Source: an optimization exercise on an open RTL-to-GDS flow (aim: small area and a short achievable clock period). Production flows keep margins and buffers that such runs may drop. Only simulation tests tie the RTL to the original design; equivalence was not proved.

==> flow/design.v (excerpt) <==
module conv1d (
    input clk,
    input rst_n,
    input w_valid,
    input [47:0] w_in,
    input [15:0] x,
    input [15:0] b,
    output [31:0] y
);
For scale: ~2,200 cells after synthesis, ~120 I/O pins.
Settings: LEC_CHECK=0, CAP_MARGIN=75, CORE_MARGIN=2, CORE_UTILIZATION=60, CTS_CLUSTER_DIAMETER=100, CTS_CLUSTER_SIZE=30, PLACE_DENSITY=0.7, SETUP_SLACK_MARGIN=5, SLEW_MARGIN=75, SYNTH_HIERARCHICAL=1, SYNTH_MINIMUM_KEEP_SIZE=0; clock period 10.0 ns.
standard.sh (not shown) runs the stock make flow with config.mk's settings and CLKGATE_MAP_FILE= SYNTH_SCRIPT=/design/flow/synth_recipe.tcl, a recipe that flattens the netlist after the stock synthesis.
==> flow/flow/run.sh <==
#!/bin/bash
# The standard layout (the standard.sh, unchanged), with plain buf_1
# cells as the port buffers instead of the delay buffers that ORFS's
# buffer_ports picks by default.  standard.sh's full output goes to
# standard.log; ORFS writes each step's log under orfs/logs/.
export BUFFER_PORTS_ARGS="-buffer_cell sky130_fd_sc_hd__buf_1"
bash standard.sh > standard.log 2>&1
The starting point completed with no timing, DRC or antenna violations.
Next try:
--- a/flow/config.mk
+++ b/flow/config.mk
@@ -10 +10 @@
-export CORE_UTILIZATION = 60
+export CORE_UTILIZATION = 65
@@ -13 +13 @@
-export PLACE_DENSITY = 0.7
+export PLACE_DENSITY = 0.75
After rerunning: The new run finished with timing, DRC and antenna clean. Final area went down by 0.76%. First-iteration DRC count went up by about 2.8%. Utilization went up by 4.7 points. Via count went up by 0.33%. Flip-flop and latch count is unchanged. Non-clock buffer count went down by 2.
Next try:
--- a/flow/config.mk
+++ b/flow/config.mk
@@ -11 +11 @@
-export CTS_CLUSTER_DIAMETER = 100
+export CTS_CLUSTER_DIAMETER = 80
Effect: The new run completed with no timing, DRC or antenna violations. Via count stays flat. Wire length rises by 0.91%. Sequential share of layout area is lower by 0.50 points. Utilization climbs by 0.95 points. Die area is unchanged. Count of clock-buffer cells in the layout goes down by 2. Design area climbs by 1.4%.
Next try:
--- a/flow/config.mk
+++ b/flow/config.mk
@@ -8 +8 @@
-export CAP_MARGIN = 75
+export CAP_MARGIN = 65
@@ -11 +11 @@
-export CTS_CLUSTER_DIAMETER = 80
+export CTS_CLUSTER_DIAMETER = 100
@@ -15 +15 @@
-export SLEW_MARGIN = 75
+export SLEW_MARGIN = 65
=>
- The new run completed with no timing, DRC or antenna violations
- core utilization shrinks by 1.8 points
- sequential share of layout area grows by 0.73 points
- global-route usage shrinks by 0.11 points
- final cell count shrinks by 1.1%
- critical path depth grows by 1
- maximum frequency shrinks by 4.8%

* * *

conv1d, a different RTL version from the one above (not shown whole).
For scale: roughly 430 flip-flops.
clock: 10.0 ns
lec_check: 0
cap_margin: 20
core_margin: 2
core_utilization: 65
place_density: 0.75
setup_slack_margin: 5
slew_margin: 20
synth_hierarchical: 1
synth_minimum_keep_size: 0
run.sh (not shown) runs the stock make flow with config.mk's settings and CLKGATE_MAP_FILE= SYNTH_SCRIPT=/design/flow/synth_recipe.tcl, a recipe that flattens the netlist after the stock synthesis.
Stock flow here: none of the scripts above is used.
The first run ran to the end with no violations.
==> next run, changes <==
--- a/flow/config.mk
+++ b/flow/config.mk
@@ -8 +8 @@
-export CAP_MARGIN = 20
+export CAP_MARGIN = 90
@@ -13 +13 @@
-export SLEW_MARGIN = 20
+export SLEW_MARGIN = 90
The new run ended with an error in detailed placement.
Area after synthesis stays the same.
Synthesized cell count is unchanged.
==> next run, changes <==
--- a/flow/config.mk
+++ b/flow/config.mk
@@ -8 +8 @@
-export CAP_MARGIN = 90
+export CAP_MARGIN = 70
@@ -13 +13 @@
-export SLEW_MARGIN = 90
+export SLEW_MARGIN = 70
After rerunning: The changed run went through all stages and came out clean; synthesized cell count stays the same; synthesized area stays the same.
==> next run, changes <==
==> flow/flow/run.sh (new file) <==
#!/bin/bash
# The standard layout (the standard.sh, unchanged), with plain buf_1
# cells as the port buffers instead of the delay buffers that ORFS's
# buffer_ports picks by default.  standard.sh's full output goes to
# standard.log; ORFS writes each step's log under orfs/logs/.
export BUFFER_PORTS_ARGS="-buffer_cell sky130_fd_sc_hd__buf_1"
bash standard.sh > standard.log 2>&1
==> flow/standard.sh (new file) <==
#!/bin/bash
# synth_recipe.tcl (not shown) runs the flow's synth.tcl, then flattens the netlist and writes it again
# the make line also repeats each setting of config.mk as NAME=value (left out here)
make -C /OpenROAD-flow-scripts/flow DESIGN_CONFIG=/design/flow/config.mk WORK_HOME=/design/flow/orfs CLKGATE_MAP_FILE= SYNTH_SCRIPT=/design/flow/synth_recipe.tcl "${@:-finish}"
removed: flow/run.sh
The changed run completed with no timing, DRC or antenna violations.
Clock skew is higher by 0.0099 ns.
Cell count is lower by 0.48%.
Via count is lower by about 0.33%.
Register-to-register slack gains 0.08 ns.
Worst setup slack gains 0.082 ns.
Non-clock buffer count is lower by 14.

static timing again, ports no longer ideal:
In the flow no input, the clock included, has a driving cell. The finished layouts below were timed again as built, in two steps.
Step 1 assumes that a clkbuf_16 drives the clock port and a buf_2 every other input.
Step 2 moves the port delays by t, midway between the first and last clock arrival at a register: inputs arrive t later, outputs are due t later. That takes back most of the time a late clock gives input paths.
Slacks: ideal / step 1 / step 2; pairs: ideal / step 1.
| run | t, ns | setup WS [ns] | hold slack, ns | slew at the worst register clock pin (ns) | worst data-port slew with drivers (ns) |
|---|---|---|---|---|---|
| the first run of note 1 | 0.631 | 6.171 / 6.171 / 5.631 | 0.329 / 0.329 / 0.329 | 0.12 / 0.12 | 0.06 |
| the second run of note 1 | 0.601 | 6.204 / 6.221 / 5.639 | 0.352 / 0.352 / 0.352 | 0.12 / 0.12 | 0.08 |
| the third run of note 1 | 0.647 | 6.229 / 6.229 / 5.630 | 0.336 / 0.336 / 0.336 | 0.11 / 0.11 | 0.08 |
| the fourth run of note 1 | 0.597 | 6.040 / 6.040 / 5.501 | 0.348 / 0.348 / 0.348 | 0.12 / 0.12 | 0.07 |
| the first run of note 2 | 0.651 | 5.504 / 5.504 / 5.031 | 0.334 / 0.334 / 0.334 | 0.06 / 0.06 | 0.06 |
| the third run of note 2 | 0.653 | 5.737 / 5.737 / 5.434 | 0.351 / 0.351 / 0.351 | 0.06 / 0.06 | 0.05 |
| the fourth run of note 2 | 0.657 | 5.819 / 5.819 / 5.819 | 0.356 / 0.356 / 0.356 | 0.07 / 0.07 | 0.06 |
After both steps setup and hold are still met in every run listed. For the third run of note 1, which loses most, drivers alone change the setup slack by 0.000 ns; drivers and shift together by -0.599 ns.
